Background: an optimization exercise with open tools, aiming at small area. Do not read the settings as production practice.
Function was checked by simulation only, so behaviour that the tests miss may differ from the original.
Power and IR drop assume default switching activity.

===== flow/config.mk =====
export PLATFORM = sky130hd
export DESIGN_NAME = Microprocessor
export DESIGN_NICKNAME = Microprocessor
export VERILOG_FILES = /design/flow/design.v
export SDC_FILE = /design/flow/constraint.sdc
export NUM_CORES = 4
export LEC_CHECK = 0
export ABC_AREA = 1
export CAP_MARGIN = 5
export CORE_MARGIN = 2
export CORE_UTILIZATION = 40
export CTS_BUF_LIST = sky130_fd_sc_hd__clkbuf_4 sky130_fd_sc_hd__clkbuf_8
export SLEW_MARGIN = 5

===== flow/constraint.sdc =====
create_clock -name core_clock -period 10.0 [get_ports {oscillator}]
set_input_delay 2.0000 -clock core_clock [delete_from_list [all_inputs] [get_ports {oscillator}]]
set_output_delay 2.0000 -clock core_clock [all_outputs]
set_load 0.01 [all_outputs]

===== flow/design.v =====
`timescale 1ns / 1ps
module ALU(
    input [7:0] A,
    input [7:0] B,
    output [7:0] Y
    );    
    assign Y = A + B;
endmodule
module ControlUnit(
    input  [1:0] op,
    output       isAdd,
    output       isLoad,
    output       isStore,
    output       isJump
    );
    assign isAdd   = (op == 2'b00);
    assign isLoad  = (op == 2'b01);
    assign isStore = (op == 2'b10);
    assign isJump  = (op == 2'b11);
endmodule
module DataMemory(
    input        clk,
    input        reset,
    input  [4:0] index,
    input  [7:0] writeData,
    input        MemWrite,
    output [7:0] readData
    );
    wire [7:0] wd0 = writeData & {8{~reset}};
    wire [7:0] wd1 = writeData | {8{reset}};
    wire [3:0] lo  = 4'b0001 << index[1:0];
    wire [7:0] hi  = 8'b00000001 << index[4:2];
    wire [7:0] hiw = hi & {8{MemWrite}};
    wire [7:0] rd_terms [0:31];
    genvar g, b;
    generate
        for (g = 0; g < 32; g = g + 1) begin : word
            localparam [7:0] INIT = (g < 16) ? g : (8'd0 - (g - 16));
            reg  [7:0] q;
            wire       hit  = lo[g % 4] & hi[g / 4];
            wire       hitw = lo[g % 4] & hiw[g / 4];
            wire       hold = ~(hitw | reset);
            wire       wr1  = hitw | reset;
            for (b = 0; b < 8; b = b + 1) begin : bit_
                always @(posedge clk) begin
                    if (INIT[b])
                        q[b] <= (wr1 & wd1[b]) | (hold & q[b]);
                    else
                        q[b] <= (hitw & wd0[b]) | (hold & q[b]);
                end
            end
            assign rd_terms[g] = {8{hit}} & q;
        end
    endgenerate
    reg [7:0] acc;
    integer k;
    always @(*) begin
        acc = 8'd0;
        for (k = 0; k < 32; k = k + 1)
            acc = acc | rd_terms[k];
    end
    assign readData = acc;
endmodule
module Hex_to_7seg(
    input  [3:0] hex,
    output [6:0] seg
    );
    localparam [111:0] TABLE = {
        7'h71, 7'h79, 7'h5E, 7'h39, 7'h7C, 7'h77, 7'h6F, 7'h7F,
        7'h07, 7'h7D, 7'h6D, 7'h66, 7'h4F, 7'h5B, 7'h06, 7'h3F };
    assign seg = TABLE[hex * 7 +: 7];
endmodule
module ProgramCounter(
    input            clk,
    input            reset,
    input            isJump,
    input      [1:0] rd,
    output reg [7:0] PC
    );
    wire [7:0] step = isJump ? ({{6{rd[1]}}, rd} + 8'd1) : 8'd1;
    always @(posedge clk) begin
        if (reset)
            PC <= 8'd0;
        else
            PC <= PC + step;
    end
endmodule
module RegisterFile(
    input        clk,
    input        reset,
    input  [1:0] rs, rt, rd,
    input  [7:0] writeData,
    input        RegWrite,
    output [7:0] rsData, rtData
    );
    wire [7:0] r [0:3];
    wire       wen = RegWrite & ~reset;
    genvar g;
    generate
        for (g = 0; g < 4; g = g + 1) begin : reg_
            reg  [7:0] q;
            wire       wr   = wen & (rd == g);
            wire       hold = ~reset & ~(RegWrite & (rd == g));
            always @(posedge clk)
                q <= ({8{wr}} & writeData) | ({8{hold}} & q);
            assign r[g] = q;
        end
    endgenerate
    assign rsData = r[rs];
    assign rtData = r[rt];
endmodule
module Microprocessor(
    input oscillator,
    input reset,
    input [7:0] instruction,
    output [6:0] seg1,
    output [6:0] seg2,
    output [6:0] seg3,
    output [6:0] seg4,
    output [7:0] PC
);
    wire [1:0] op = instruction[7:6];
    wire [1:0] rs = instruction[5:4];
    wire [1:0] rt = instruction[3:2];
    wire [1:0] rd = instruction[1:0];
    wire isAdd, isLoad, isStore, isJump;
    wire [7:0] rsData, rtData, sum, memData, writeData;
    ControlUnit cu(.op(op), .isAdd(isAdd), .isLoad(isLoad),
                   .isStore(isStore), .isJump(isJump));
    RegisterFile rf(.clk(oscillator), .reset(reset), .rs(rs), .rt(rt),
                    .rd(isAdd ? rd : rt), .writeData(writeData),
                    .RegWrite(isAdd | isLoad),
                    .rsData(rsData), .rtData(rtData));
    ALU alu(.A(rsData), .B(rtData), .Y(sum));
    wire [4:0] index = rsData[4:0] + {{3{rd[1]}}, rd};
    DataMemory dm(.clk(oscillator), .reset(reset), .index(index),
                  .writeData(rtData), .MemWrite(isStore), .readData(memData));
    assign writeData = isAdd   ? sum :
                       isLoad  ? memData :
                       isStore ? rtData : {6'b000000, rd};
    ProgramCounter pc(.clk(oscillator), .reset(reset), .isJump(isJump),
                      .rd(rd), .PC(PC));
    Hex_to_7seg display1(.hex(writeData[7:4]), .seg(seg1));
    Hex_to_7seg display2(.hex(writeData[3:0]), .seg(seg2));
    Hex_to_7seg display3(.hex(PC[7:4]), .seg(seg3));
    Hex_to_7seg display4(.hex(PC[3:0]), .seg(seg4));
endmodule

===== flow/run.sh =====
#!/bin/bash
# synth_recipe.tcl (not shown) runs the flow's synth.tcl, then flattens the netlist and writes it again
# the make line also repeats each setting of config.mk as NAME=value (left out here)
make -C /OpenROAD-flow-scripts/flow DESIGN_CONFIG=/design/flow/config.mk WORK_HOME=/design/flow/orfs CLKGATE_MAP_FILE= SYNTH_SCRIPT=/design/flow/synth_recipe.tcl finish

==> out/metrics.json, run 1 <==
{
  "outcome": {
    "run_status": "complete, no violations"
  },
  "pwr": {
    "power.combinational.fraction": 0.186,
    "netSwitchingPower_mw": 0.9308,
    "p_int_mw": 2.099,
    "report.power.total_mw": 3.030,
    "seq_power_share": 0.441,
    "pwr_density_cell_nw_per_um2": 184.9,
    "static-leakage-power_nw": 6.722,
    "p_sw_frac": 0.3072,
    "vdd_drop_max_uv": 169.0,
    "clock_power_share": 0.373
  },
  "clock_tree": {
    "clock_tree_buf_depth": 3,
    "post_cts_hold_buffer_count": 0,
    "cts_max_level": 2,
    "cts-root-buf": "clkbuf_8",
    "cts.repair_timing.setup_buffer_count": 0,
    "cts_tree": "done",
    "cts.sink_count": 296,
    "clk_pin_slew_worst_paths_ns": 0.06,
    "cts_buffers": 50,
    "worst_skew_pair.late_latency_ns": 0.62
  },
  "yosys": {
    "synth-warning-count": 3,
    "synth_fp_nets": 1836,
    "synth_common_cells": "nand2_1 (483), dfxtp_1 (172), o21ai_0 (164)",
    "synth_edf_count": 124,
    "postSynthCellCount": 1776,
    "synth_top_cell_by_area": "edfxtp_1",
    "synthesized_flop_and_latch_total": 296,
    "postSynth.topFlopCell": "dfxtp_1",
    "synth.most_common_cell": "nand2_1",
    "synth_sequential_area_ratio": 0.4970,
    "area_contributors_post_synth": "edfxtp_1 (26%), dfxtp_1 (24%), nand2_1 (13%)",
    "syn-mean-instance-area_um2": 8.120,
    "async_flop_share": 0,
    "netlist.area_leader.share": 0.2582,
    "yosys.cell_types.count": 42,
    "cell_area_after_technology_mapping_um2": 14420
  },
  "timing": {
    "finalCritPeriodShare": 0.9699,
    "final_worst_path_setup_slack_ns": 0.3014,
    "rsz0062_at_grt": "no",
    "max-slew-margin-rel": 0.2154,
    "timing_worst_slew_pin_value_ns": 1.174,
    "final-hold-violation-count": 0,
    "max_freq_mhz": 103.1,
    "final_number_of_setup_violating_endpoints": 0,
    "fin_crit_period_ns": 9.699,
    "finalHoldWorstSlack_ns": 0.4650,
    "maxSlewViolCount": 0,
    "fin_skew_ns": 0.02063,
    "setup-tns-final_ns": 0
  },
  "floorplan": {
    "fp-row-count": 69,
    "die_width_um": 193.9,
    "start_util": 0.4054,
    "pin_count": 46,
    "placeableCoreArea_um2": 35570,
    "die_height_um": 193.9,
    "die-area_um2": 37590
  },
  "setup_path": {
    "timing.critical_path.fanout_max": 13,
    "arrival_ns": 7.70,
    "r2r_setup_slack_ns": 5.48,
    "endpoint_kind": "primary output",
    "timing.setup.critical_path_class": "input pin to primary output",
    "critPathRequiredTime_ns": 8.00,
    "critical_path.startpoint_type": "input pin"
  },
  "drt": {
    "drt_first_pass_iters": 6,
    "route.detailed.wl_per_inst_um": 20.70,
    "via_count": 12900,
    "drt_drc_violations_left": 0,
    "drt_wl_total_um": 48350,
    "detail-route-antenna-nets": 0,
    "routed_via_density": 5.521,
    "drt-initial-drc-count": 1336
  },
  "cells_and_area": {
    "synthToLayoutAreaGrowth_pct": 13.61,
    "fill_cells": 3500,
    "nNetsFinal": 1893,
    "utilization": 0.4606,
    "drive_above_1_share": 0.09765
  },
  "worst_hold_path": {
    "holdCritPathClass": "flip-flop to flip-flop"
  },
  "global_route": {
    "grt_first_pass_wirelength_um": 72150,
    "grt_pass1_vias": 12140,
    "grt_start_max_net_pins": 58,
    "grt.total_usage": 0.2505,
    "grt_remaining_overflow": 0,
    "grt_antenna_before_repair": 2
  },
  "place": {
    "io_buffer_count": 45,
    "place.gp.congestion": 0.9325,
    "hpwl_um": 33850,
    "place_worst_setup_slack_ns": 0.3016
  },
  "flow_run": {
    "maxCapViolations": 0
  }
}
per-layer routing:
| metal | wire length [um] | share of wire | track usage | vias up |
|---|---|---|---|---|
| li1 | - | - | - | 6136 |
| met1 | 20620 | 0.43 | 0.3307 | 6092 |
| met2 | 21550 | 0.45 | 0.3870 | 555 |
| met3 | 4454 | 0.092 | 0.07427 | 111 |
| met4 | 1664 | 0.034 | 0.09540 | 4 |
| met5 | 58 | 0.0012 | 0.008940 | - |
cells in the final DEF, fill, tap and decap left out, types with 51 or more instances in the layout:
cell	count
nand3_1	161
clkbuf_8	53
inv_1	148
o21ai_0	163
nand2_1	482
edfxtp_1	124
dfxtp_1	172
nand4_1	60
o22ai_1	51
nor2_1	131
critical path: stages:
cell and delay [ns]:
clkdlybuf4s50_1 0.64, nand2_1 0.24, o21ai_0 0.22, a21oi_1 0.06, a21oi_1 0.25, ha_1 0.25
fa_1 0.50, nand2_1 0.40, inv_1 0.40, nand3_2 0.28, o22ai_1 0.11, nor2_1 0.30
nand2_1 0.11, nor2_1 0.10, nand2_1 0.10, nand2_1 0.09, nand2_1 0.19, nand2_1 0.22
inv_1 0.11, ha_1 0.20, nand3b_1 0.20, nand2_1 0.10, nand2_1 0.05, nand2_1 0.06
clkdlybuf4s50_1 0.53
kinds of logic after synthesis:
family                     count (synthesis)  share of synthesized area
adders and majority gates                 50                    0.04494
AOI/OAI and AO/OA                        283                     0.1090
and+or+nand+nor                          912                     0.2819
buffers and inverters                    231                    0.06481
xor gates and xnor gates                   4                   0.002429
DFF                                      296                     0.4970
layout make-up:
cell class              instances  area [um2]  share of cell area
diodes                          1       2.502           0.0001527
clock buffers                  71       864.6             0.05277
clock inverters                22       162.7            0.009927
inverters                     165       621.8             0.03795
multi-input cells            1250        6349              0.3875
flip-flops and latches        296        7167              0.4374
well taps                     461       576.8             0.03520
repair buffers                 70       640.6             0.03910
worst paths after layout:
kind / from / endpoint / cells past startpoint
worst max-delay path: instruction[4] / seg2[3] / 25
worst min-delay path: rf.reg_[3].q[0] / rf.reg_[3].q[0] / 2
worst max register to register: rf.reg_[3].q[0] / rf.reg_[3].q[6] / 20
worst min register to register: rf.reg_[3].q[0] / rf.reg_[3].q[0] / 2
power by group through the flow:
stage / Sequential (mW) / Clock [mW] / Combinational [mW]
floorplan: 1.35 / 0 / 0.337
global placement: 1.36 / 0 / 0.547
detailed placement: 1.36 / 0 / 0.549
CTS: 1.34 / 1.14 / 0.551
global route: 1.34 / 1.20 / 0.609
finish: 1.34 / 1.13 / 0.565
repair_timing:
action | CTS | global route
hold endpoints to repair | 0 | 0
endpoints found under the setup margin | 0 | 14
gates resized for setup | 0 | 6
per-stage QoR:
step                std cells  instance area, um2
floorplan                1776               14420
global placement         2241               15330
detailed placement       2241               15330
CTS                      2334               16360
global route             2335               16380
finish                   2336               16380
==> run 2, diff against run 1 <==
--- a/flow/config.mk
+++ b/flow/config.mk
@@ -6,8 +6,7 @@
 export NUM_CORES = 4
 export LEC_CHECK = 0
 export ABC_AREA = 1
-export CAP_MARGIN = 5
+export CAP_MARGIN = 20
 export CORE_MARGIN = 2
 export CORE_UTILIZATION = 40
-export CTS_BUF_LIST = sky130_fd_sc_hd__clkbuf_4 sky130_fd_sc_hd__clkbuf_8
-export SLEW_MARGIN = 5
+export SLEW_MARGIN = 20
==> run 2 against run 1 <==
Against the previous run:
- clock skew rose by 0.0058 ns
- area after synthesis is the same
- wire length decreased by 0.20%
- via count decreased by 0.16%
- maximum frequency hardly changed
- synthesized cell count is the same
- cell area rose by 0.34%
- critical path type unchanged
- critical endpoint unchanged
- largest power group unchanged
- highest routed layer unchanged
==> out/metrics.json, run 2 <==
{
  "outcome": {
    "run_status": "complete, no violations"
  },
  "global_route": {
    "grt_pass1_vias": 12020,
    "grt_antenna_before_repair": 2,
    "grt_first_pass_wirelength_um": 72010,
    "grt_start_max_net_pins": 58,
    "grt_remaining_overflow": 0,
    "grt.total_usage": 0.2502
  },
  "pwr": {
    "vdd_drop_max_uv": 138.9,
    "pwr_density_cell_nw_per_um2": 190.2,
    "report.power.total_mw": 3.126,
    "static-leakage-power_nw": 6.695
  },
  "place": {
    "io_buffer_count": 45,
    "placed_area_um2": 15330,
    "hpwl_um": 33850,
    "place.gp.congestion": 0.9325
  },
  "clock_tree": {
    "worst_skew_pair.late_latency_ns": 0.55,
    "clk_pin_slew_worst_paths_ns": 0.06,
    "cts_max_level": 2,
    "cts.sink_count": 296,
    "cts_tree": "done",
    "clock_tree_buf_depth": 3,
    "cts-root-buf": "clkbuf_16",
    "cts_buffers": 34,
    "post_cts_hold_buffer_count": 0
  },
  "setup_path": {
    "cpPeakStageDelay_ns": 0.64,
    "cell_with_the_largest_stage_delay_on_the_worst_path": "clkdlybuf4s50_1",
    "endpoint_kind": "primary output",
    "timing.critical_path.fanout_max": 14,
    "critPathRequiredTime_ns": 8.00,
    "timing.setup.critical_path_class": "input pin to primary output",
    "crit_top_cell": "nand2_1",
    "arrival_ns": 7.69,
    "critical_path.startpoint_type": "input pin"
  },
  "floorplan": {
    "die_height_um": 193.9,
    "placeableCoreArea_um2": 35570,
    "pin_count": 46,
    "die_width_um": 193.9,
    "start_util": 0.4054,
    "die-area_um2": 37590,
    "fp-row-count": 69
  },
  "timing": {
    "fin_crit_period_ns": 9.689,
    "setup-tns-final_ns": 0,
    "rsz0062_at_grt": "no",
    "final_number_of_setup_violating_endpoints": 0,
    "final-hold-violation-count": 0,
    "timing_worst_slew_pin_value_ns": 1.135,
    "finalCritPeriodShare": 0.9689,
    "fin_skew_ns": 0.02645,
    "max_freq_mhz": 103.2,
    "maxSlewViolCount": 0,
    "max-slew-margin-rel": 0.2413
  },
  "yosys": {
    "syn-mean-instance-area_um2": 8.120,
    "postSynth.topFlopCell": "dfxtp_1",
    "postSynthCellCount": 1776,
    "synth_edf_count": 124,
    "async_flop_share": 0,
    "area_contributors_post_synth": "edfxtp_1 (26%), dfxtp_1 (24%), nand2_1 (13%)",
    "cell_area_after_technology_mapping_um2": 14420,
    "synth.most_common_cell": "nand2_1",
    "synth_common_cells": "nand2_1 (483), dfxtp_1 (172), o21ai_0 (164)",
    "synth_sequential_area_ratio": 0.4970,
    "netlist.area_leader.share": 0.2582,
    "synth_top_cell_by_area": "edfxtp_1",
    "synthesized_flop_and_latch_total": 296,
    "synth_fp_nets": 1836,
    "synth-warning-count": 3,
    "yosys.cell_types.count": 42
  },
  "cells_and_area": {
    "layout.cell_area.non_filler_um2": 16440,
    "nNetsFinal": 1877,
    "utilization": 0.4622,
    "fill_cells": 3472,
    "drive_above_1_share": 0.07759,
    "synthToLayoutAreaGrowth_pct": 13.99,
    "most_frequent_cells_in_the_layout": "nand2_1 (482), dfxtp_1 (172), o21ai_0 (163)",
    "layout_commonest_cell": "nand2_1"
  },
  "drt": {
    "detail-route-antenna-nets": 0,
    "routed_via_density": 5.587,
    "via_count": 12880,
    "route.detailed.wl_per_inst_um": 20.93,
    "drt-initial-drc-count": 1326,
    "drt_wl_total_um": 48250,
    "drt_first_pass_iters": 5,
    "drt_drc_violations_left": 0
  },
  "flow_run": {
    "maxCapViolations": 0
  },
  "worst_hold_path": {
    "holdCritPathClass": "flip-flop to flip-flop"
  }
}
-- run 2: cell counts after synthesis --
Identical to the previous run, type by type.
-- run 2: path summary, 6_finish.rpt --
check / start / to / slack [ns] / cells past startpoint
worst min-delay path: rf.reg_[3].q[0] / rf.reg_[3].q[0] / 0.47 / 2
worst max-delay path: instruction[4] / seg2[3] / 0.31 / 33
worst max register to register: rf.reg_[3].q[0] / rf.reg_[1].q[6] / 5.49 / 20
worst min register to register: rf.reg_[3].q[0] / rf.reg_[3].q[0] / 0.47 / 2
-- run 2: through the flow --
stage          instances  hold slack [ns]  setup WS [ns]
2_1_floorplan       1776           0.4261          2.578
3_3_place_gp        2241           0.4422         0.3573
3_5_place_dp        2241           0.4533         0.3016
4_1_cts             2303           0.4630         0.2717
5_1_grt             2304           0.4874        0.02035
6_report            2305           0.4658         0.3107
-- run 2: final cells by class --
cell class                      instances  area, um2  share of cell area
Clock inverter                         17      148.9            0.009057
Multi-Input combinational cell       1250       6349              0.3862
Sequential cell                       296       7167              0.4360
Clock buffer                           45      933.4             0.05678
Antenna cell                            1      2.502           0.0001522
Timing Repair Buffer                   70      640.6             0.03897
Tap cell                              461      576.8             0.03509
Inverter                              165      621.8             0.03783
-- run 2: kinds of logic (layout without fill, tap and decap cells) --
kind of cell | Yosys count | after routing | synth area share
buffers and inverters | 231 | 297 | 0.06481
XOR/XNOR | 4 | 4 | 0.002429
flip-flops | 296 | 296 | 0.4970
adder cells (fa/ha/maj) | 50 | 50 | 0.04494
other | 0 | 1 | 0
AO/OA/AOI/OAI | 283 | 283 | 0.1090
AND/OR/NAND/NOR | 912 | 913 | 0.2819
-- run 2: routing by layer --
layer,wire (um),vias to the layer above,GRT usage
met2,21570,532,0.3907
met3,4419,116,0.06123
met1,20310,6147,0.3337
met5,149,-,0.02682
met4,1805,6,0.09512
li1,-,6076,-
-- run 2: timing repair --
item / CTS / global route
gates resized for setup: 0 / 6
setup buffers: 0 / 0
endpoints found under the setup margin: 0 / 14
-- run 2: critical path: cells and delay by family --
kind                     cells  cell delay (ns)
AND/OR/NAND/NOR             22             2.85
AO/OA/AOI/OAI                3             0.54
buffers and inverters        5             1.64
adder cells (fa/ha/maj)      3             0.68
-- run 2: report_power, final --
part	leakage [nW]	total [mW]	internal (mW)	switching, mW
sequential	2.56	1.34	1.31	0.0204
combinational	3.60	0.563	0.171	0.393
clock	0.532	1.23	0.712	0.516

==> re-timing with driven ports <==
The flow's constraints put no driver on any port. The routed layouts listed below were extracted and timed again, unchanged, in two steps.
Step 1 sets driving cells, clkbuf_16 on the clock port and buf_2 on the other inputs (assumed; they add their load-dependent delay and slew).
Step 2 moves the port delays by t, midway between the first and last clock arrival at a register: inputs arrive t later, outputs are due t later. That takes back most of the time a late clock gives input paths.
Slacks: ideal / step 1 / step 2; pairs: ideal / step 1.
run	shift t [ns]	setup WS [ns]	worst hold slack (ns)	clock arrival spread, ns	worst data-port slew with drivers (ns)
run 1	0.660	0.301 / 0.273 / 0.273	0.465 / 0.465 / 0.465	0.024 / 0.024	0.04
run 2	0.582	0.311 / 0.283 / 0.283	0.466 / 0.466 / 0.466	0.041 / 0.040	0.04
After both steps every run listed still meets setup and hold.
